This is an optimization exercise on Yosys and OpenROAD, whose aim is small area, a short achievable clock period and few clock cycles per item, not a production implementation. At most, simulation tests tie the RTL to the original design; equivalence was not proved. No functional check of the RTL was part of runs 3 and 5. The clock input has no modelled driver; a real chip could not lean on it and would need a root buffer or a full tree. Power figures rest on the tool's default switching activity, not on a simulated workload.

[config.mk]
export PLATFORM = sky130hd
export DESIGN_NAME = packet_parser
export DESIGN_NICKNAME = packet_parser
export VERILOG_FILES = /design/flow/design.v
export SDC_FILE = /design/flow/constraint.sdc
export NUM_CORES = 4
export LEC_CHECK = 0
export CAP_MARGIN = 20
export CORE_MARGIN = 2
export CORE_UTILIZATION = 70
export PLACE_DENSITY = 0.85
export SLEW_MARGIN = 20
[constraint.sdc]
create_clock -name core_clock -period 13.5 [get_ports {clk}]
set_input_delay 2.7000 -clock core_clock [delete_from_list [all_inputs] [get_ports {clk}]]
set_output_delay 2.7000 -clock core_clock [all_outputs]
set_load 0.01 [all_outputs]
[design.v]
module packet_parser (
	input  logic         clk,
	input  logic         rst_n,       
	input  logic         s_tvalid,
	input  logic [7:0]   s_tdata,
	input  logic         s_tlast,
	output logic         s_tready,
	output logic         m_tvalid,
	input  logic         m_tready,
	output logic [367:0] m_tdata
	);
logic       rdy;            
logic       pend;           
logic       pad;            
logic [5:0] pos;            
logic       dv;             
logic [7:0] din;
logic       dl;
logic fill, proc, adv, p48, inwin, go_pend, go_pad;
logic next_pend, next_pad, dfull_next;
logic [5:0] pos_next;
logic shift_q;              
assign fill    = !pend && !pad;
assign proc    = dv && fill;
assign adv     = proc || pad;
assign p48     = (pos == 6'd48);
assign inwin   = (pos >= 6'd14) && (pos <= 6'd37);
assign go_pend = p48 && ((proc && dl) || pad);
assign go_pad  = proc && dl && !p48;
assign next_pend  = pend ? !m_tready : go_pend;
assign next_pad   = !pend && (pad ? !go_pend : go_pad);
assign dfull_next = (rdy && s_tvalid) || (dv && !proc);
assign pos_next   = pend ? (m_tready ? 6'd0 : pos) : ((adv && !p48) ? pos + 6'd1 : pos);
function logic stored_at(input logic [5:0] p);
	stored_at = (p <= 6'd14) || (p == 6'd16) || (p == 6'd17) ||
	            (p == 6'd23) || (p >= 6'd26 && p <= 6'd47);
endfunction
always_ff @(posedge clk or negedge rst_n) begin
	if (!rst_n) begin
		rdy  <= 1'b1;
		pend <= 1'b0;
		pad  <= 1'b0;
		pos  <= 6'd0;
		dv   <= 1'b0;
		shift_q <= 1'b0;
	end
	else begin
		rdy  <= !(next_pend || next_pad) || !dfull_next;
		pend <= next_pend;
		pad  <= next_pad;
		dv   <= dfull_next;
		pos  <= pos_next;
		shift_q <= ((dfull_next && !next_pend && !next_pad) || next_pad) && stored_at(pos_next);
	end
end
always_ff @(posedge clk) begin
	if (rdy) begin
		din <= s_tdata;
		dl  <= s_tlast;
	end
end
logic [7:0]   in_byte, cs_byte;
logic [319:0] ch;           
logic [15:0]  cnt;          
logic [15:0]  cnt_inc;
logic [15:0]  acc;          
logic         pc;           
logic         first;
assign in_byte = din & {8{!pad}};
assign cs_byte = in_byte & {8{pos <= 6'd33}};    
assign cnt_inc = (cnt == 16'hFFFF) ? cnt : cnt + 16'd1;
assign first   = (pos == 6'd14);
always_ff @(posedge clk) begin
	if (shift_q)
		ch <= {ch[311:0], in_byte};
	if ((proc && (!dl || pos == 6'd0)) || go_pend)
		cnt <= (proc && pos == 6'd0) ? {15'd0, !dl} : cnt_inc;
	if (adv && inwin)
		{pc, acc} <= (first ? 17'd0 : {1'b0, acc[7:0], acc[15:8]}) +
		             {8'd0, pc && !first, cs_byte};
end
function integer slot(input integer b);
	integer i;
	begin
		if (b <= 14)      i = b;
		else if (b == 16) i = 15;
		else if (b == 17) i = 16;
		else if (b == 23) i = 17;
		else              i = b - 8;
		slot = 8 * (39 - i);
	end
endfunction
logic [47:0]  dest_mac, src_mac;
logic [15:0]  eth_type, total_length;
logic [7:0]   b14, protocol;
logic [31:0]  src_ip, dest_ip;
logic [111:0] payload;
genvar g;
generate
	for (g = 0; g < 6; g++) begin : MAC
		assign dest_mac[47-8*g -: 8] = ch[slot(g)   +: 8];
		assign src_mac [47-8*g -: 8] = ch[slot(6+g) +: 8];
	end
	for (g = 0; g < 4; g++) begin : IP
		assign src_ip [31-8*g -: 8] = ch[slot(26+g) +: 8];
		assign dest_ip[31-8*g -: 8] = ch[slot(30+g) +: 8];
	end
	for (g = 0; g < 14; g++) begin : PAY
		assign payload[8*g +: 8] = ch[slot(34+g) +: 8];
	end
endgenerate
assign eth_type     = {ch[slot(12) +: 8], ch[slot(13) +: 8]};
assign b14          = ch[slot(14) +: 8];
assign total_length = {ch[slot(16) +: 8], ch[slot(17) +: 8]};
assign protocol     = ch[slot(23) +: 8];
logic        f_v4, f_v6, f_short, f_ck, f_len;
logic        is_ipv4;
logic [15:0] len_now;
assign is_ipv4 = (eth_type == 16'h0800);
assign len_now = cnt_inc;
always_ff @(posedge clk) begin
	if (go_pend) begin
		f_v4    <= is_ipv4;
		f_v6    <= (eth_type == 16'h86DD);
		f_short <= (len_now < 16'd48);
		f_ck    <= is_ipv4 && (b14 == 8'h45) && (acc == 16'hFFFF);
		f_len   <= is_ipv4 && ({1'b0, total_length} + 17'd14 == {1'b0, len_now});
	end
end
assign s_tready = rdy;
assign m_tvalid = pend;
assign m_tdata  = {11'b0, f_len, f_ck, f_short, f_v6, f_v4, acc, cnt, payload,
                   dest_ip, src_ip, protocol, total_length, b14[7:4], b14[3:0],
                   eth_type, src_mac, dest_mac};
endmodule
[flow/run.sh]
#!/bin/bash
# Own layout flow: the standard synthesis and layout, with
#  - plain sky130 buffers on the ports instead of the delay buffer the
#    resizer picks by default;
#  - a clock tree of fewer, larger sink clusters and no dummy loads;
#  - timing repair asked to reach a setup slack margin, so that it works on
#    the paths that set the achieved period (the constraints are unchanged).
set -euo pipefail
bash standard.sh synth > synth.log 2>&1
bash standard.sh finish \
  BUFFER_PORTS_ARGS="-buffer_cell sky130_fd_sc_hd__buf_1" \
  CTS_ARGS="-sink_clustering_enable -repair_clock_nets -sink_clustering_size 25 -sink_clustering_max_diameter 100 -buf_list sky130_fd_sc_hd__clkbuf_16 -dont_use_dummy_load" \
  SETUP_SLACK_MARGIN=9.5 > layout.log 2>&1
[standard.sh]
#!/bin/bash
# synth_recipe.tcl (not shown) runs the flow's synth.tcl, then flattens the netlist and writes it again
# the make line also repeats each setting of config.mk as NAME=value (left out here)
make -C /OpenROAD-flow-scripts/flow DESIGN_CONFIG=/design/flow/config.mk WORK_HOME=/design/flow/orfs CLKGATE_MAP_FILE= SYNTH_SCRIPT=/design/flow/synth_recipe.tcl "${@:-finish}"
==> results of run 1 <==
## flip-flops by register name, summed over array words and instances (netlist names), 6 cells and up
register and cells:
pos 6, ch 320, din 8, acc 16
cnt 16
## worst min path at each step
stage / end / slack, ns / depth (start not counted)
CTS: ch[46] / 0.40 / 0
global route: ch[46] / 0.40 / 0
finish: ch[46] / 0.40 / 0
global placement: ch[292] / 0.43 / 0
floorplan: ch[100] / 0.50 / 0
detailed placement: ch[296] / 0.43 / 0
## metal layers
| metal | GRT usage | vias up | wire length, um |
|---|---|---|---|
| li1 | - | 3605 | - |
| met1 | 0.3709 | 4002 | 11400 |
| met3 | 0.07733 | 92 | 3327 |
| met2 | 0.5064 | 508 | 15910 |
| met5 | 0 | - | 0 |
| met4 | 0.1267 | 0 | 1451 |
## worst reg2reg max path, stage by stage (launching register included)
cell	delay, ns
dfrtp_1	0.55
inv_1	0.11
ha_1	0.24
nor2_1	0.14
o21a_1	0.36
nor2b_1	0.16
ha_1	0.30
a21oi_1	0.08
o21ai_0	0.28
a21boi_0	0.17
o31ai_1	0.57
nand2_1	0.15
xor2_1	0.17
nor2_1	0.06
## metrics by stage
step	setup slack [ns]	std cells	area [sq um]	utilization
finish	9.542	1404	16080	0.8260
global route	9.497	1404	16080	0.8260
CTS	9.504	1393	15990	0.8218
detailed placement	9.497	1371	15500	0.7962
global placement	9.622	1371	15500	0.7962
floorplan	9.785	758	13890	-
## power by group through the flow
| stage | logic (W) | registers [W] | clock network (W) |
|---|---|---|---|
| after floorplan | 0.000330 | 0.00289 | 0 |
| after global placement | 0.00127 | 0.00259 | 0 |
| after detailed placement | 0.00130 | 0.00264 | 0 |
| after CTS | 0.00132 | 0.00263 | 0.000580 |
| after global routing | 0.00145 | 0.00269 | 0.000616 |
| final | 0.00134 | 0.00262 | 0.000572 |
## cells by family after synthesis
kind of cell | synth area share
mux | 0.01156
flops | 0.8156
buf+inv | 0.01518
simple gates | 0.08148
fa+ha+maj | 0.01500
other cells | 0.0002707
compound gates | 0.03017
xor+xnor | 0.03071
## cell usage in the layout, fill, tap and decap left out, drive strengths merged, types with 3 or more instances in the layout
cell type    n
nor2        44
mux2i       16
nand4       17
and3         5
nor3        11
conb        11
xor2        17
nor4         7
clkbuf      19
edfxtp     367
nand4b       5
nand2b       5
ha          15
xnor2       23
and2        17
xnor3        3
o21ai        5
buf        389
nor2b       19
a21oi       20
o31ai        3
inv         11
and4         3
dfrtp       10
nand2       41
o21a         4
nand3       11
o21bai       3
a221oi       3
or3          4
## layout make-up
type	instances	area [sq um]	area share
timing repair buffer	389	1540	0.09581
inverter	11	41.29	0.002568
clock buffer	19	475.5	0.02957
sequential	378	11300	0.7029
tap	265	331.6	0.02062
multi-input combinational	342	2387	0.1485
## what timing repair did
action,4_1_cts,5_1_grt
gates resized for setup,0,0
setup buffers,3,11
endpoints found under the setup margin,3,7
==> key figures, run 1 <==
Global route
  – GRT Util Overall: 0.2988
  – First-pass GRT wire length: between 40,000 and 50,000 um
  – GR Overflow Total: 0
  – Vias in the first global route: about 7,700
  – Initial antenna violation count: 0
  – Largest net degree at the start of global routing: 213

Power
  – Lkg Pwr: 5.557 nW
  – Comb power frac: 0.295
  – Power Dens Cells: roughly 280 nW/um^2
  – Switching pwr: roughly 0.0017 W
  – Peak supply drop: approximately 0.21 mV
  – Internal power: ~0.0028 W
  – Sw Share: 0.3777
  – Power Total: roughly 0.0045 W
  – Reg power frac: 0.579
  – Clock share of power: 0.126

STA
  – Unrepaired setup endpoints after global routing: false
  – F_max: ~250 MHz
  – Hold Slack: around 0.4 ns
  – TNS Setup: 0 ns
  – Minimum clock period: between 3 and 4 ns
  – Final Setup Violations: 0
  – Max transition margin: 0.2597
  – Tightest Pin Transition: roughly 1.1 ns
  – Fin. max-slew vios: 0
  – Hold Vio Cnt, Final: 0
  – Tcrit/Tclk final: 0.2932
  – Skew final: around 0.057 ns

Floorplanning
  – Initial Util: 0.7117
  – Total core area: just under 20,000 sq um
  – Die area: about 21,000 sq um
  – Die height: between 100 and 150 um
  – Cell Rows: slightly above 50
  – Top Ports: around 380
  – Die Wd: ~140 um

Synth
  – Post-synthesis register bit count: about 380
  – Async SR Flop Fraction: 0.02910
  – Yosys warns: 1
  – Top FF cell, synth: edfxtp_1
  – Avg Cell Area, Syn: ~19 sq um
  – Cells after Synth: between 700 and 800
  – Synth top area share: 0.7957
  – Synth cell count leaders: 367 x edfxtp_1, 44 x nor2_1, 41 x nand2_1, 23 x xnor2_1
  – Number of synthesized flops with an enable pin: 367
  – Most common cell in the netlist: edfxtp_1
  – Synth cell types: around 70
  – Mapped Area: roughly 14,000 sq um
  – Ranking of synthesized cells by area: edfxtp_1 80%, dfrtp_1 1.8%, xnor2_1 1.5%
  – Register area share after synthesis: 0.8156
  – Synth area leader: edfxtp_1

Detailed routing
  – Final WL: 32,100 um
  – Initial drt markers: about 750
  – WL per Instance: 22.86 um
  – Via-per-instance ratio: 5.845
  – # DRC: 0
  – Antenna-violating nets left: 0
  – Vias: between 8,000 and 9,000
  – First-pass DRT Iterations: 5

Worst setup path
  – Crit-path leading delay family: flip-flops
  – WP depth: 1
  – Worst reg2reg startpoint: pos[0]
  – End of the critical path: m_tdata[132]
  – Crit path max-delay cell type: edfxtp_1
  – Arr. time, crit path: approximately 1.3 ns
  – Crit-path max cell delay: between 0.5 and 0.6 ns
  – RR Endpoint: acc[13]
  – Worst Path Max Fanout: 6
  – Crit path kind: reg2out
  – Worst Path Buf+Inv: 1
  – Required @ worst endpoint: roughly 11 ns
  – Worst Setup SP: ch[196]
  – R2r setup slk: a little under 10 ns
  – Critical-path cell list: buf_1
  – Worst setup EP type: output pin
  – FF-to-FF path depth: 13
  – Setup crit start kind: flop

Worst hold path
  – Start point of the worst hold path: ch[38]
  – Hold WC Path Type: reg2reg

Clock network
  – TritonCTS clock tree: yes
  – CTS Buffer Depth: 3
  – CTS hold repair buffers: 0
  – Clock root buffer: clkbuf_16
  – Clk slew on worst S/H paths: approximately 0.090 ns
  – CTS Buf Count: 19
  – Clock latency (worst-skew pair): approximately 0.52 ns
  – Num Clock Sinks: 378
  – H-tree depth: 1

Finish
  – # nets final: approximately 1,200
  – Fill cell count: about 1,000
  – Layout area overhead: 16.07%
  – Share of cells above drive strength 1: 0.04917
  – N_diodes: 0

Placement
  – I/O Buffers: between 300 and 400
  – Post-DP HPWL: 23,290 um
  – Final estimated routing congestion in global placement: between 0.9 and 1

Run
  – # Max-Cap Violations: 0

Run status
  – Status: finished clean
Testbench counts, summed over its fixed seeds: cycles 152,901, packets 320.
==> run 2, diff against run 1 <==
--- a/design.v
+++ b/design.v
@@ -70,4 +70,4 @@
 assign cs_byte = in_byte & {8{pos <= 6'd33}};    
-assign cnt_inc = (cnt == 16'hFFFF) ? cnt : cnt + 16'd1;
-assign first   = (pos == 6'd14);
+assign cnt_inc = cnt + {15'd0, ~&cnt};    
+assign first   = (pos == 6'd14) || (pos == 6'd15);
 always_ff @(posedge clk) begin
@@ -77,5 +77,7 @@
 		cnt <= (proc && pos == 6'd0) ? {15'd0, !dl} : cnt_inc;
-	if (adv && inwin)
-		{pc, acc} <= (first ? 17'd0 : {1'b0, acc[7:0], acc[15:8]}) +
-		             {8'd0, pc && !first, cs_byte};
+	if (adv && inwin) begin
+		acc[15:8]      <= acc[7:0];
+		{pc, acc[7:0]} <= (first ? 9'd0 : {1'b0, acc[15:8]}) + {1'b0, cs_byte} +
+		                  {8'd0, pc && !first};
+	end
 end
@@ -119,2 +121,8 @@
 assign is_ipv4 = (eth_type == 16'h0800);
+logic [16:0] lx, ly, lz;
+logic        len_eq;
+assign lx     = {1'b0, total_length};
+assign ly     = 17'd14;
+assign lz     = {1'b0, len_now};
+assign len_eq = ((lx ^ ly ^ lz) == (((lx & ly) | ((lx | ly) & ~lz)) << 1));
 assign len_now = cnt_inc;
@@ -126,3 +134,3 @@
 		f_ck    <= is_ipv4 && (b14 == 8'h45) && (acc == 16'hFFFF);
-		f_len   <= is_ipv4 && ({1'b0, total_length} + 17'd14 == {1'b0, len_now});
+		f_len   <= is_ipv4 && len_eq;
 	end
--- a/flow/run.sh
+++ b/flow/run.sh
@@ -11,3 +11,3 @@
   BUFFER_PORTS_ARGS="-buffer_cell sky130_fd_sc_hd__buf_1" \
-  CTS_ARGS="-sink_clustering_enable -repair_clock_nets -sink_clustering_size 25 -sink_clustering_max_diameter 100 -buf_list sky130_fd_sc_hd__clkbuf_16 -dont_use_dummy_load" \
+  CTS_ARGS="-sink_clustering_enable -repair_clock_nets -sink_clustering_size 30 -sink_clustering_max_diameter 100 -buf_list sky130_fd_sc_hd__clkbuf_16 -dont_use_dummy_load" \
   SETUP_SLACK_MARGIN=9.5 > layout.log 2>&1
--- a/config.mk
+++ b/config.mk
@@ -9,4 +9,4 @@
 export CORE_MARGIN = 2
-export CORE_UTILIZATION = 70
-export PLACE_DENSITY = 0.85
+export CORE_UTILIZATION = 65
+export PLACE_DENSITY = 0.8
 export SLEW_MARGIN = 20
==> run 2 against run 1 <==
Utilization is 6.3 points lower. Critical endpoint is now m_tdata[102]. Clock skew is 0.024 ns lower. Wire length is 15% lower. Combinational power is 8% lower. Maximum frequency is 0.97% higher. Critical path depth stayed put. Via count is 12% lower. Area after synthesis is 3.5% lower. First-iteration DRC count is 26% lower. Worst setup slack better by 0.038 ns. Synthesized cell count is 9.9% lower. Hold slack better by 0.021 ns.
==> key figures, run 2 <==
Clock network
  – Clk slew on worst S/H paths: 0.11 ns
  – Num Clock Sinks: between 300 and 400
  – H-tree depth: 1
  – TritonCTS clock tree: yes
  – Clock root buffer: clkbuf_16
  – Clock latency (worst-skew pair): 0.52 ns
  – CTS Buf Count: 16
  – CTS Buffer Depth: 3
  – CTS hold repair buffers: 0

Finish
  – Fin area: approximately 15,000 sq um
  – Top reg by flops: ch
  – N_diodes: 0
  – Commonest non-fill, non-tap cell in the layout: buf_1
  – # nets final: about 1,100
  – Most frequent cells in the layout: 371 x buf_1, 367 x edfxtp_1, 34 x nor2_1, 30 x ha_1, 23 x xnor2_1
  – Layout area overhead: 15.59%
  – Share of cells above drive strength 1: 0.03324
  – Max reg flops: 320

Worst setup path
  – Setup crit start kind: flop
  – Crit-path leading delay family: flip-flops
  – Worst Path Max Fanout: 4
  – Arr. time, crit path: around 1.2 ns
  – Crit path max-delay cell type: edfxtp_1
  – Required @ worst endpoint: around 11 ns
  – Crit-path max cell delay: around 0.52 ns
  – Worst setup EP type: output pin
  – Worst Path Buf+Inv: 1
  – Crit path kind: reg2out
  – Critical-path cell list: buf_1

Detailed routing
  – First-pass DRT Iterations: 5
  – Initial drt markers: about 560
  – Antenna-violating nets left: 0
  – Via-per-instance ratio: approximately 5.5
  – Vias: ~7,300
  – # DRC: 0
  – Final WL: roughly 27,000 um
  – WL per Instance: roughly 21 um

Global route
  – First-pass GRT wire length: between 30,000 and 40,000 um
  – Initial antenna violation count: 0
  – GRT Util Overall: 0.2402
  – Largest net degree at the start of global routing: 160
  – Vias in the first global route: about 6,700
  – GR Overflow Total: 0

Placement
  – Post-DP HPWL: 19,580 um
  – Dpl cell area: roughly 15,000 sq um
  – I/O Buffers: around 370
  – Final estimated routing congestion in global placement: about 0.87

STA
  – Final Setup Violations: 0
  – Skew final: ~0.033 ns
  – Max transition margin: 0.2741
  – Hold Vio Cnt, Final: 0
  – Fin. max-slew vios: 0
  – TNS Setup: 0 ns
  – Tightest Pin Transition: between 1 and 1.5 ns
  – Unrepaired setup endpoints after global routing: false
  – F_max: 255.1 MHz
  – Tcrit/Tclk final: 0.2903
  – Minimum clock period: ~3.9 ns

Floorplanning
  – Top Ports: 383
  – Die height: 147.4 um
  – Initial Util: 0.6605
  – Die area: 21,720 sq um
  – Total core area: 20,230 sq um
  – Die Wd: roughly 150 um
  – Cell Rows: 52

Synth
  – Avg Cell Area, Syn: around 20 sq um
  – Synth cell types: 54
  – Number of synthesized flops with an enable pin: between 300 and 400
  – Cells after Synth: roughly 670
  – Synth area leader: edfxtp_1
  – Post-synthesis register bit count: ~380
  – Yosys warns: 1
  – Synth cell count leaders: 367 x edfxtp_1, 34 x nor2_1, 30 x ha_1, 23 x xnor2_1, 20 x nor2b_1
  – Mapped Area: 13,360 sq um
  – Most common cell in the netlist: edfxtp_1
  – Async SR Flop Fraction: 0.02910
  – Synth top area share: 0.8246
  – Register area share after synthesis: 0.8453
  – Ranking of synthesized cells by area: edfxtp_1 82%, ha_1 2.8%, dfrtp_1 1.9%
  – Top FF cell, synth: edfxtp_1

Power
  – Power Total: about 0.0044 W
  – Lkg Pwr: approximately 5.3 nW
  – Peak supply drop: between 0.15 and 0.2 mV
  – Power Dens Cells: ~280 nW/um^2

Worst hold path
  – Hold WC Path Type: reg2reg

Run
  – # Max-Cap Violations: 0

Run status
  – Status: finished clean
[run 2: changes by cell type in the layout (fill, tap and decap cells not counted), moves of 4 or more]
cell       previous run  this run
mux2i_1              16         4
ha_1                 15        30
buf_4                17         4
nor3_1               10         6
nand2_1              41        19
nor2_1               44        34
o2111ai_1             0         4
a21oi_1              19         6
nand4_1              15         8
and2_1               16         9
inv_1                11        15
[run 2: where the power goes]
| part | switching (W) | internal (W) | leakage, nW |
|---|---|---|---|
| clock network | 0.000313 | 0.000215 | 0.197 |
| registers | 0.000451 | 0.00218 | 3.78 |
| logic | 0.000846 | 0.000387 | 1.29 |
[run 2: timing repair]
item	4_1_cts	5_1_grt
endpoints found under the setup margin	2	2
endpoints found under the hold margin	0	0
gates resized for setup	1	1
setup buffers	1	1
[run 2: cells by family after synthesis]
| family | Yosys count | synth area share |
|---|---|---|
| AO/OA/AOI/OAI | 39 | 0.02153 |
| XOR/XNOR | 36 | 0.02359 |
| adder cells (fa/ha/maj) | 32 | 0.03108 |
| buffers and inverters | 39 | 0.01657 |
| flip-flops | 378 | 0.8453 |
| multiplexers | 4 | 0.002996 |
| other | 1 | 0.0002806 |
| AND/OR/NAND/NOR | 145 | 0.05861 |
[run 2: routing by layer]
layer  track usage  up-vias  routed length, um  part of all wire
met4       0.07404        0                828             0.030
met3       0.04722       47               2103             0.077
met2        0.3981      368              13590              0.50
met1        0.3322     3550              10630              0.39
met5             0        -                  0                 0
li1              -     3295                  -                 -
[run 2: area by class of cell]
| class | instances | area [sq um] |
|---|---|---|
| Fill cell | 1185 | 4787 |
| Sequential cell | 378 | 11300 |
| Clock buffer | 16 | 400.4 |
| Tap cell | 270 | 337.8 |
| Inverter | 15 | 56.30 |
| Multi-Input combinational cell | 267 | 1901 |
| Timing Repair Buffer | 377 | 1450 |
[run 2: path summary, 6_finish.rpt]
path,start,to,slack (ns),cells past startpoint
max,ch[214],m_tdata[102],9.58,1
min,ch[99],ch[107],0.42,0
max reg2reg,cnt[4],f_len,9.83,13
min reg2reg,ch[99],ch[107],0.42,0
max in group asynchronous,rst_n,shift_q,10.90,1
min in group asynchronous,rst_n,pos[0],2.15,1
[run 2: per-stage QoR]
step,worst slack (ns),util,hold slack [ns],cells
finish,9.580,0.7634,0.4207,1323
global route,9.526,0.7634,0.4320,1323
detailed placement,9.295,0.7426,0.4301,1305
global placement,9.314,0.7426,0.4262,1305
CTS,9.505,0.7628,0.4211,1322
floorplan,9.663,-,0.4990,684
Testbench counts of run 2, summed over its fixed seeds: cycles 152,901, packets 320.
==> run 3, diff against run 2 <==
--- a/design.v
+++ b/design.v
@@ -132,3 +132,3 @@
 		f_v6    <= (eth_type == 16'h86DD);
-		f_short <= (len_now < 16'd48);
+		f_short <= pad && (cnt[5:0] != 6'd47);
 		f_ck    <= is_ipv4 && (b14 == 8'h45) && (acc == 16'hFFFF);
--- a/flow/run.sh
+++ b/flow/run.sh
@@ -4,3 +4,4 @@
 #    resizer picks by default;
-#  - a clock tree of fewer, larger sink clusters and no dummy loads;
+#  - a clock tree of fewer, larger sink clusters and no dummy loads, whose
+#    middle level is then taken out (flow/bypass.tcl);
 #  - timing repair asked to reach a setup slack margin, so that it works on
@@ -12,2 +13,3 @@
   CTS_ARGS="-sink_clustering_enable -repair_clock_nets -sink_clustering_size 30 -sink_clustering_max_diameter 100 -buf_list sky130_fd_sc_hd__clkbuf_16 -dont_use_dummy_load" \
+  POST_CTS_TCL="$PWD/flow/bypass.tcl" \
   SETUP_SLACK_MARGIN=9.5 > layout.log 2>&1
==> flow/bypass.tcl (new file) <==
# Run after clock tree synthesis (POST_CTS_TCL): take out the middle level
# of the clock tree, so that the root buffer drives the leaf buffers
# directly. Every register keeps the same number of buffers (two) between
# it and the clock port, so the tree stays balanced.
set block [ord::get_db_block]
set cnet [[$block findBTerm clk] getNet]
set root ""
foreach it [$cnet getITerms] { set root [$it getInst] }
set rnet ""
foreach it [$root getITerms] {
  if {[$it isOutputSignal]} { set rnet [$it getNet] }
}
set mids {}
foreach it [$rnet getITerms] {
  if {[$it isInputSignal]} { lappend mids [$it getInst] }
}
set n 0
foreach mid $mids {
  if {![string match "*clkbuf*" [[$mid getMaster] getName]]} continue
  set onet ""
  foreach o [$mid getITerms] {
    if {[$o isOutputSignal]} { set onet [$o getNet] }
  }
  if {$onet eq ""} continue
  set loads {}
  set ok 1
  foreach l [$onet getITerms] {
    if {[$l isInputSignal]} {
      lappend loads $l
      if {![string match "*clkbuf*" [[[$l getInst] getMaster] getName]]} { set ok 0 }
    }
  }
  if {!$ok} continue
  foreach l $loads {
    $l disconnect
    $l connect $rnet
  }
  odb::dbInst_destroy $mid
  odb::dbNet_destroy $onet
  incr n
}
puts "bypass.tcl: removed $n middle clock buffers; root drives [llength [$rnet getITerms]] pins"
==> run 3 against run 2 <==
Synthesized cell count fell by 1.6%. Critical endpoint is now m_tdata[125]. Largest power group unchanged. Via count is 1.1% lower. Maximum frequency increased by 0.54%. Global-route usage is 1.9 points higher. Clock skew is 0.0094 ns lower. Critical path depth is the same. Clock power down 7.0%. Largest cell class unchanged. Clock-buffer cell count shrank 2. Register-to-register slack better by 0.13 ns. Utilization decreased by 0.41 points.
==> key figures, run 3 <==
Run status
  – Status: finished clean

Detailed routing
  – Vias: 7,181
  – # DRC: 0
  – WL per Instance: 21.34 um
  – Top sig layer: met4
  – M1 WL: approximately 10,000 um
  – Antenna-violating nets left: 0
  – Final WL: around 28,000 um
  – Via-per-instance ratio: 5.482
  – Initial drt markers: between 500 and 600
  – Routed wl met2: ~14,000 um
  – Met3 WL: ~2400 um
  – First-pass DRT Iterations: 5

STA
  – Fin. max-slew vios: 0
  – Final WS setup: slightly below 10 ns
  – Skew final: 0.02342 ns
  – TNS Setup: 0 ns
  – Max transition margin: 0.3089
  – Minimum clock period: a little under 4 ns
  – Tightest Pin Transition: slightly above 1 ns
  – F_max: around 260 MHz
  – Hold Vio Cnt, Final: 0
  – Unrepaired setup endpoints after global routing: false
  – Tcrit/Tclk final: 0.2888
  – Final Setup Violations: 0

Worst setup path
  – Crit-path leading delay family: flip-flops
  – Setup crit start kind: flop
  – Worst setup EP type: output pin
  – Worst Path Buf+Inv: 1
  – Crit path max-delay cell type: edfxtp_1
  – Crit-path max cell delay: between 0.5 and 0.6 ns
  – Required @ worst endpoint: 10.80 ns
  – Worst Path Max Fanout: 3
  – Critical-path cell list: buf_1
  – Crit path kind: reg2out
  – Arr. time, crit path: approximately 1.2 ns

Synth
  – Yosys warns: 1
  – Mapped Area: approximately 13,000 sq um
  – Ranking of synthesized cells by area: edfxtp_1 83%, ha_1 2.8%, dfrtp_1 1.9%
  – Post-synthesis register bit count: 378
  – Synth cell types: 55
  – Synth cell count leaders: 367 x edfxtp_1, 30 x ha_1, 29 x nor2_1, 25 x nand2_1, 19 x nor2b_1
  – Avg Cell Area, Syn: 20.04 sq um
  – Async SR Flop Fraction: 0.02910
  – Register area share after synthesis: 0.8503
  – Most common cell in the netlist: edfxtp_1
  – Synth top area share: 0.8295
  – Number of synthesized flops with an enable pin: 367
  – Synth area leader: edfxtp_1
  – Cells after Synth: approximately 660
  – Top FF cell, synth: edfxtp_1

Placement
  – DP Worst Slack: around 9 ns
  – Final estimated routing congestion in global placement: roughly 0.87
  – I/O Buffers: 371
  – Cells after DPL: 1,295
  – Post-DP HPWL: between 20,000 and 25,000 um

Finish
  – Commonest non-fill, non-tap cell in the layout: buf_1
  – Share of cells above drive strength 1: 0.03462
  – Post-layout util: 0.7594
  – Layout area overhead: 15.29%
  – Top reg by flops: ch
  – Max reg flops: 320
  – # nets final: about 1,100
  – N_diodes: 0
  – Final Non-Filler Cells: between 1,000 and 1,500
  – Most frequent cells in the layout: 371 x buf_1, 367 x edfxtp_1, 30 x ha_1, 29 x nor2_1, 25 x nand2_1

Power
  – Switching pwr: 0.001602 W
  – Peak supply drop: about 0.28 mV
  – Reg power frac: 0.603
  – Sw Share: 0.3688
  – Power Dens Cells: 283.6 nW/um^2
  – Lkg Pwr: 5.234 nW
  – Comb power frac: 0.284
  – Internal power: around 0.0027 W
  – Clock share of power: 0.113

Floorplanning
  – Cell Rows: 52
  – Die Wd: 147.0 um
  – Total core area: 20,170 sq um
  – Initial Util: 0.6587
  – Die area: about 22,000 sq um
  – Die height: around 150 um
  – Top Ports: about 380

Global route
  – Largest net degree at the start of global routing: approximately 170
  – Vias in the first global route: 6,752
  – GR Overflow Total: 0
  – Initial antenna violation count: 0
  – GRT Util Overall: 0.2589
  – First-pass GRT wire length: 40,200 um

Clock network
  – Clk slew on worst S/H paths: 0.10 ns
  – Clock latency (worst-skew pair): around 0.46 ns
  – Num Clock Sinks: ~380

Run
  – # Max-Cap Violations: 0

Worst hold path
  – Hold WC Path Type: reg2reg
run 3: changes by cell type after synthesis, sizes merged, moves of 3 or more:
cell and change:
and3 -4, xnor2 -6, a21oi +3, xor2 +5
mux2 +3, mux2i -3, nand2 +6, nor2 -5
run 3: cells by family (layout without fill, tap and decap cells):
family | Yosys count | in the layout | share of synthesized area
buffers and inverters | 38 | 405 | 0.01582
adders and majority gates | 32 | 32 | 0.03127
and+or+nand+nor | 136 | 136 | 0.05481
DFF | 378 | 378 | 0.8503
muxes | 4 | 4 | 0.003578
xor gates and xnor gates | 35 | 35 | 0.02307
other | 1 | 11 | 0.0002823
AOI/OAI and AO/OA | 39 | 39 | 0.02081
run 3: worst reg2reg max path, cell delays in order, from the launching register on:
cell and delay (ns):
edfxtp_1 0.48, and4_1 0.27, and3_1 0.23, and4_1 0.24, nand4_1 0.12, ha_1 0.18, nand3_1 0.14, nor2_1 0.35
nand2_1 0.13, xor2_1 0.31, ha_1 0.32, xnor2_1 0.13, nor4_1 0.31, and4_1 0.22
run 3: cell type report:
type / instances / area (sq um)
Inverter: 15 / 56.30
Timing Repair Buffer: 376 / 1443
Fill cell: 1184 / 4853
Tap cell: 270 / 337.8
Sequential cell: 378 / 11300
Clock buffer: 14 / 350.3
Multi-Input combinational cell: 257 / 1827
run 3: final timing paths:
| kind | from | endpoint | slack [ns] | cells after the start |
|---|---|---|---|---|
| min in group asynchronous | rst_n | pos[3] | 2.19 | 1 |
| min | ch[33] | ch[41] | 0.43 | 0 |
| max in group asynchronous | rst_n | shift_q | 10.89 | 1 |
| min reg2reg | ch[33] | ch[41] | 0.43 | 0 |
| max reg2reg | cnt[6] | f_len | 9.96 | 13 |
| max | ch[189] | m_tdata[125] | 9.60 | 1 |
run 3: per-stage QoR:
stage               total power, W  instance area (sq um)  hold WS (ns)
finish                    0.004343                  15320        0.4349
global placement          0.003811                  14960        0.4272
global route              0.004560                  15320        0.4381
detailed placement        0.003881                  14960        0.4311
floorplan                 0.003198                  13330        0.4990
run 3: power groups by stage:
stage | clock network, W | logic, W | registers (W)
floorplan | 0 | 0.000309 | 0.00289
global placement | 0 | 0.00121 | 0.00260
detailed placement | 0 | 0.00124 | 0.00264
global route | 0.000535 | 0.00133 | 0.00269
finish | 0.000491 | 0.00123 | 0.00262
run 3: routing by layer:
metal	vias to the layer above	GRT usage
li1	3251	-
met3	55	0.07453
met1	3531	0.3137
met5	-	0
met4	0	0.1096
met2	344	0.4418
==> run 4, diff against run 3 <==
--- a/design.v
+++ b/design.v
@@ -132,3 +132,3 @@
 		f_v6    <= (eth_type == 16'h86DD);
-		f_short <= pad && (cnt[5:0] != 6'd47);
+		f_short <= (len_now < 16'd48);
 		f_ck    <= is_ipv4 && (b14 == 8'h45) && (acc == 16'hFFFF);
==> run 4 against run 3 <==
Sequential power about the same. Non-clock buffer count increased by 1. Area after synthesis increased by 0.59%. Clock-buffer cell count unchanged. First-iteration DRC count increased by 8.7%. Final area increased by 0.53%. Sequential share of layout area decreased by 0.39 points. Synthesized cell count increased by 1.7%.
==> key figures, run 4 <==
Finish
  – Final Non-Filler Cells: 1,321
  – Most frequent cells in the layout: 371 x buf_1, 367 x edfxtp_1, 34 x nor2_1, 30 x ha_1, 23 x xnor2_1
  – N_diodes: 0
  – Commonest non-fill, non-tap cell in the layout: buf_1
  – Max reg flops: 320
  – # nets final: ~1,100
  – Share of cells above drive strength 1: 0.03140
  – Top reg by flops: ch
  – Layout area overhead: 15.21%

Synth
  – Compound-cell area share of the yosys netlist: 0.02153
  – Adder-Cell Fraction of Synth Area: 0.03108
  – Xor-xnor portion of the synthesized cell area: 0.02359
  – Synth area leader: edfxtp_1
  – Number of synthesized flops with an enable pin: around 370
  – Multiplexer area fraction after synthesis: 0.002996
  – Synth cell types: 54
  – Synth Area in Simple Gates: 0.05861
  – Cells after Synth: ~670
  – Most common cell in the netlist: edfxtp_1
  – Post-synthesis register bit count: between 300 and 400
  – Synth cell count leaders: 367 x edfxtp_1, 34 x nor2_1, 30 x ha_1, 23 x xnor2_1, 20 x nor2b_1
  – Ranking of synthesized cells by area: edfxtp_1 82%, ha_1 2.8%, dfrtp_1 1.9%
  – Register area share after synthesis: 0.8453
  – Top FF cell, synth: edfxtp_1
  – Largest family of logic cells by synthesized area: simple AND/OR/NAND/NOR gates
  – Mapped Area: 13,360 sq um
  – Synth top area share: 0.8246
  – Async SR Flop Fraction: 0.02910
  – Avg Cell Area, Syn: 19.83 sq um
  – Yosys warns: 1

STA
  – Tightest Pin Transition: around 1.1 ns
  – Minimum clock period: between 3 and 4 ns
  – TNS Setup: 0 ns
  – Unrepaired setup endpoints after global routing: false
  – Final Setup Violations: 0
  – Tcrit/Tclk final: 0.2865
  – Skew final: roughly 0.028 ns
  – Max transition margin: 0.2739
  – Fin. max-slew vios: 0
  – Hold Vio Cnt, Final: 0
  – F_max: 258.5 MHz
  – Hold Slack: 0.4202 ns

Detailed routing
  – Initial drt markers: about 610
  – Via-per-instance ratio: ~5.5
  – Final WL: around 27,000 um
  – Vias: 7,219
  – Antenna-violating nets left: 0
  – WL per Instance: just over 20 um
  – # DRC: 0
  – First-pass DRT Iterations: 5

Worst setup path
  – Critical-path cell list: buf_1
  – Crit path kind: reg2out
  – Worst Path Buf+Inv: 1
  – Worst Path Max Fanout: 7
  – Crit-path max cell delay: a little over 0.5 ns
  – Required @ worst endpoint: 10.80 ns
  – Worst setup EP type: output pin
  – Setup crit start kind: flop
  – Crit path max-delay cell type: edfxtp_1
  – Arr. time, crit path: between 1 and 1.5 ns
  – Crit-path leading delay family: flip-flops

Placement
  – I/O Buffers: ~370
  – Final estimated routing congestion in global placement: roughly 0.87
  – Cells after DPL: between 1,000 and 1,500
  – Post-DP HPWL: slightly below 20,000 um

Power
  – Reg power frac: 0.604
  – Peak supply drop: between 0.15 and 0.2 mV
  – Switching pwr: between 0.0015 and 0.002 W
  – Comb power frac: 0.282
  – Internal power: about 0.0028 W
  – Lkg Pwr: about 5.2 nW
  – Sw Share: 0.3680
  – Power Dens Cells: around 280 nW/um^2
  – Clock share of power: 0.113

Global route
  – Initial antenna violation count: 0
  – First-pass GRT wire length: 39,570 um
  – GR Overflow Total: 0
  – Largest net degree at the start of global routing: 160
  – GRT Util Overall: 0.2486
  – Vias in the first global route: 6,673

Clock network
  – Clock latency (worst-skew pair): about 0.46 ns
  – Num Clock Sinks: 378
  – Clk slew on worst S/H paths: 0.12 ns

Floorplanning
  – Total core area: 20,230 sq um
  – Die area: between 20,000 and 25,000 sq um
  – Die Wd: ~150 um
  – Cell Rows: 52
  – Top Ports: ~380
  – Initial Util: 0.6605
  – Die height: between 100 and 150 um

Worst hold path
  – Hold WC Path Type: reg2reg

Run status
  – Status: finished clean

Run
  – # Max-Cap Violations: 0
[run 4: cell count changes in the layout (fill, tap and decap cells not counted), moves of 3 or more]
cell,previous run,this run
nand2_1,25,19
xnor2_1,17,23
mux2i_1,1,4
a21oi_1,9,6
xor2_1,18,13
o2111ai_1,1,4
nor2_1,29,34
and3_1,2,6
[run 4: cells by family after synthesis]
group	Yosys count
adders and majority gates	32
DFF	378
muxes	4
AOI/OAI and AO/OA	39
other	1
and+or+nand+nor	145
xor gates and xnor gates	36
buffers and inverters	39
[run 4: final timing paths]
| check | slack, ns | to | start | cells past startpoint |
|---|---|---|---|---|
| worst max-delay path | 9.63 | m_tdata[321] | cnt[1] | 1 |
| worst min-delay path | 0.42 | ch[107] | ch[99] | 0 |
| worst max register to register | 9.85 | f_len | cnt[4] | 13 |
| worst min register to register | 0.42 | ch[107] | ch[99] | 0 |
| max in group asynchronous | 10.85 | shift_q | rst_n | 1 |
| min in group asynchronous | 2.19 | pad | rst_n | 1 |
[run 4: final cells by class]
class	instances	area, sq um
inverters	15	56.30
fillers	1190	4837
multi-input cells	267	1901
repair buffers	377	1450
well taps	270	337.8
clock buffers	14	350.3
flip-flops and latches	378	11300
[run 4: metal layers]
layer  up-vias  track usage  wire length [um]  part of all wire
li1       3289            -                 -                 -
met5         -            0                 0                 0
met2       361       0.3965             13520              0.50
met1      3512       0.3322             10640              0.39
met4         0       0.1053               873             0.032
met3        57      0.06667              2117             0.078
[run 4: through the flow]
step                total power [W]    util  setup slack [ns]  area, sq um
floorplan                  0.003227       -             9.663        13410
global placement           0.003840  0.7426             9.314        15030
detailed placement         0.003895  0.7426             9.295        15030
global route               0.004589  0.7609             9.567        15400
finish                     0.004362  0.7609             9.632        15400
[run 4: power by group through the flow]
stage	logic [W]	clock network, W	registers [W]
floorplan	0.000320	0	0.00291
global placement	0.00122	0	0.00262
detailed placement	0.00124	0	0.00266
global route	0.00134	0.000540	0.00271
finish	0.00123	0.000493	0.00264
Testbench counts of run 4, summed over its fixed seeds: cycles 152,901, packets 320.
==> run 5, diff against run 4 <==
--- a/design.v
+++ b/design.v
@@ -31,3 +31,3 @@
 assign next_pad   = !pend && (pad ? !go_pend : go_pad);
-assign dfull_next = (rdy && s_tvalid) || (dv && !proc);
+assign dfull_next = rdy && s_tvalid;
 assign pos_next   = pend ? (m_tready ? 6'd0 : pos) : ((adv && !p48) ? pos + 6'd1 : pos);
@@ -47,3 +47,3 @@
 	else begin
-		rdy  <= !(next_pend || next_pad) || !dfull_next;
+		rdy  <= !(next_pend || next_pad) && !(rdy && s_tvalid && s_tlast);
 		pend <= next_pend;
@@ -56,6 +56,4 @@
 always_ff @(posedge clk) begin
-	if (rdy) begin
-		din <= s_tdata;
-		dl  <= s_tlast;
-	end
+	din <= s_tdata;
+	dl  <= s_tlast;
 end
@@ -132,3 +130,3 @@
 		f_v6    <= (eth_type == 16'h86DD);
-		f_short <= (len_now < 16'd48);
+		f_short <= pad && (cnt[5:0] != 6'd47);
 		f_ck    <= is_ipv4 && (b14 == 8'h45) && (acc == 16'hFFFF);
==> run 5 against run 4 <==
Area after synthesis is 1.3% lower. Sequential power is essentially flat. Via count barely moved. Clock-buffer cell count did not move. Global-route usage up 1.1 points. First-iteration DRC count is 8.6% lower. Final area decreased by 1.3%. Total power decreased by 1.8%. Highest routed layer unchanged. Maximum frequency shrank 0.94%.
==> key figures, run 5 <==
Finish
  – Commonest non-fill, non-tap cell in the layout: buf_1
  – Top reg by flops: ch
  – Fill cell count: ~1,200
  – Final Non-Filler Cells: ~1,300
  – # nets final: approximately 1,100
  – Post-layout util: 0.7581
  – N_diodes: 0
  – Layout area overhead: 15.22%
  – Max reg flops: 320
  – Most frequent cells in the layout: 371 x buf_1, 358 x edfxtp_1, 30 x ha_1, 29 x nor2_1, 21 x nand2_1
  – Share of cells above drive strength 1: 0.02810

Placement
  – Cells after DPL: about 1,300
  – I/O Buffers: 371
  – DP Worst Slack: ~9.5 ns
  – Final estimated routing congestion in global placement: ~0.83
  – Post-DP HPWL: 19,920 um

STA
  – Skew final: about 0.032 ns
  – Hold Slack: ~0.43 ns
  – Unrepaired setup endpoints after global routing: false
  – Tcrit/Tclk final: 0.2892
  – Max transition margin: 0.3135
  – Final Setup Violations: 0
  – Minimum clock period: roughly 3.9 ns
  – Final WS setup: roughly 9.6 ns
  – Tightest Pin Transition: around 1.0 ns
  – F_max: around 260 MHz
  – Hold Vio Cnt, Final: 0
  – TNS Setup: 0 ns
  – Fin. max-slew vios: 0

Worst setup path
  – Required @ worst endpoint: around 11 ns
  – Arr. time, crit path: around 1.2 ns
  – Critical-path cell list: buf_1
  – Worst Path Buf+Inv: 1
  – Crit path max-delay cell type: edfxtp_1
  – Crit-path max cell delay: 0.52 ns
  – Worst Path Max Fanout: 4
  – Crit-path leading delay family: flip-flops
  – Setup crit start kind: flop
  – Worst setup EP type: output pin
  – R2r setup slk: a little under 10 ns
  – Crit path kind: reg2out

Floorplanning
  – Die area: roughly 21,000 sq um
  – Initial Util: 0.6580
  – Cell Rows: 52
  – Die height: approximately 150 um
  – Top Ports: 383
  – Total core area: ~20,000 sq um
  – Die Wd: around 150 um

Detailed routing
  – # DRC: 0
  – First-pass DRT Iterations: 5
  – Via-per-instance ratio: roughly 5.5
  – Initial drt markers: 560
  – Antenna-violating nets left: 0
  – WL per Instance: 21.28 um
  – Vias: between 7,000 and 8,000
  – Final WL: roughly 28,000 um

Synth
  – Yosys warns: 1
  – Ranking of synthesized cells by area: edfxtp_1 82%, ha_1 2.8%, dfrtp_1 1.9%
  – Async SR Flop Fraction: 0.02910
  – Synth cell count leaders: 358 x edfxtp_1, 30 x ha_1, 29 x nor2_1, 21 x nand2_1
  – Top FF cell, synth: edfxtp_1
  – Mapped Area: between 10,000 and 15,000 sq um
  – Synth cell types: 57
  – Synth area leader: edfxtp_1
  – Post-synthesis register bit count: approximately 380
  – Cells after Synth: around 660
  – Register area share after synthesis: 0.8500
  – Avg Cell Area, Syn: between 20 and 25 sq um
  – Number of synthesized flops with an enable pin: about 360
  – Synth top area share: 0.8153
  – Most common cell in the netlist: edfxtp_1

Clock network
  – Clock latency (worst-skew pair): roughly 0.46 ns
  – Num Clock Sinks: roughly 380
  – Clk slew on worst S/H paths: about 0.11 ns

Global route
  – GRT Util Overall: 0.2592
  – First-pass GRT wire length: ~40,000 um
  – Global Route met1 Usage: 0.3197
  – Vias in the first global route: a little under 7,000
  – Largest net degree at the start of global routing: roughly 170
  – Global-route track usage on met2: 0.4434
  – GRT met3 Usage: 0.07938
  – Initial antenna violation count: 0
  – Busiest grt layer: met2
  – GR Overflow Total: 0

Power
  – Peak supply drop: approximately 0.18 mV
  – Lkg Pwr: just over 5 nW
  – Power Dens Cells: roughly 280 nW/um^2

Run status
  – Status: finished clean

Worst hold path
  – Hold WC Path Type: reg2reg

Run
  – # Max-Cap Violations: 0
[run 5: cell count changes after synthesis, sizes merged, moves of 4 or more]
cell / delta
o21ai: -4
nor2: -5
and3: -4
edfxtp: -9
dfxtp: +9
xnor2: -9
xor2: +7
[run 5: per-layer routing]
metal  vias up  share of wire  routed length [um]
met4         0          0.024                 670
met5         -              0                   0
li1       3212              -                   -
met1      3609           0.37               10270
met2       352           0.52               14440
met3        41          0.084                2321
[run 5: through the flow]
| stage | total power [W] | cell area, sq um |
|---|---|---|
| after global routing | 0.004489 | 15190 |
| after global placement | 0.003740 | 14840 |
| after detailed placement | 0.003806 | 14840 |
| final | 0.004282 | 15190 |
| after floorplan | 0.003155 | 13230 |
[run 5: final timing paths]
kind / start / end / depth (start not counted)
max: ch[214] / m_tdata[102] / 1
min reg2reg: ch[83] / ch[91] / 0
max reg2reg: cnt[6] / f_len / 14
min in group asynchronous: rst_n / pad / 1
max in group asynchronous: rst_n / shift_q / 1
min: ch[83] / ch[91] / 0
[run 5: area by class of cell]
type / instances / area [sq um] / share of cell area
timing repair buffer: 375 / 1435 / 0.09447
inverter: 16 / 60.06 / 0.003953
sequential: 378 / 11210 / 0.7380
multi-input combinational: 249 / 1797 / 0.1183
clock buffer: 14 / 350.3 / 0.02306
tap: 270 / 337.8 / 0.02224
[run 5: where the power goes]
group,switching (W),internal [W],total [W]
Clock,0.000309,0.000187,0.000496
Combinational,0.000825,0.000356,0.00118
Sequential,0.000444,0.00216,0.00261
Total,0.00158,0.00270,0.00428
[run 5: kinds of logic (layout without fill, tap and decap cells)]
| kind of cell | Yosys count | count (layout) | share of synthesized area |
|---|---|---|---|
| flip-flops | 378 | 378 | 0.8500 |
| AND/OR/NAND/NOR | 133 | 133 | 0.05466 |
| buffers and inverters | 38 | 405 | 0.01661 |
| AO/OA/AOI/OAI | 36 | 36 | 0.02164 |
| XOR/XNOR | 34 | 34 | 0.02259 |
| adder cells (fa/ha/maj) | 32 | 32 | 0.03151 |
| multiplexers | 3 | 3 | 0.002752 |
| other | 1 | 11 | 0.0002844 |

separate check: timing with driven ports:
Ports are ideal in the flow. The routed layouts listed here were re-timed in OpenROAD. Step 1 sets driving cells, clkbuf_16 on the clock port and buf_2 on the other inputs (assumed; they add their load-dependent delay and slew). Step 2 moves the port delays by t, midway between the first and last clock arrival at a register: inputs arrive t later, outputs are due t later. That takes back most of the time a late clock gives input paths. Slacks: ideal / step 1 / step 2; pairs: ideal / step 1.
run	t, ns	slack for setup (ns)	worst hold slack (ns)	worst register clock-pin slew, ns
run 1	0.536	9.542 / 9.495 / 9.483	0.399 / 0.399 / 0.399	0.10 / 0.10
run 2	0.545	9.580 / 9.533 / 9.288	0.421 / 0.421 / 0.421	0.11 / 0.11
run 3	0.504	9.601 / 9.551 / 9.282	0.435 / 0.435 / 0.435	0.11 / 0.11
run 4	0.498	9.632 / 9.584 / 9.287	0.420 / 0.420 / 0.420	0.12 / 0.12
run 5	0.492	9.595 / 9.551 / 9.468	0.426 / 0.426 / 0.426	0.12 / 0.12
After both steps every run listed still meets setup and hold. The setup slack of run 4, which loses most, moves by -0.048 ns with the drivers and by -0.345 ns with both steps.
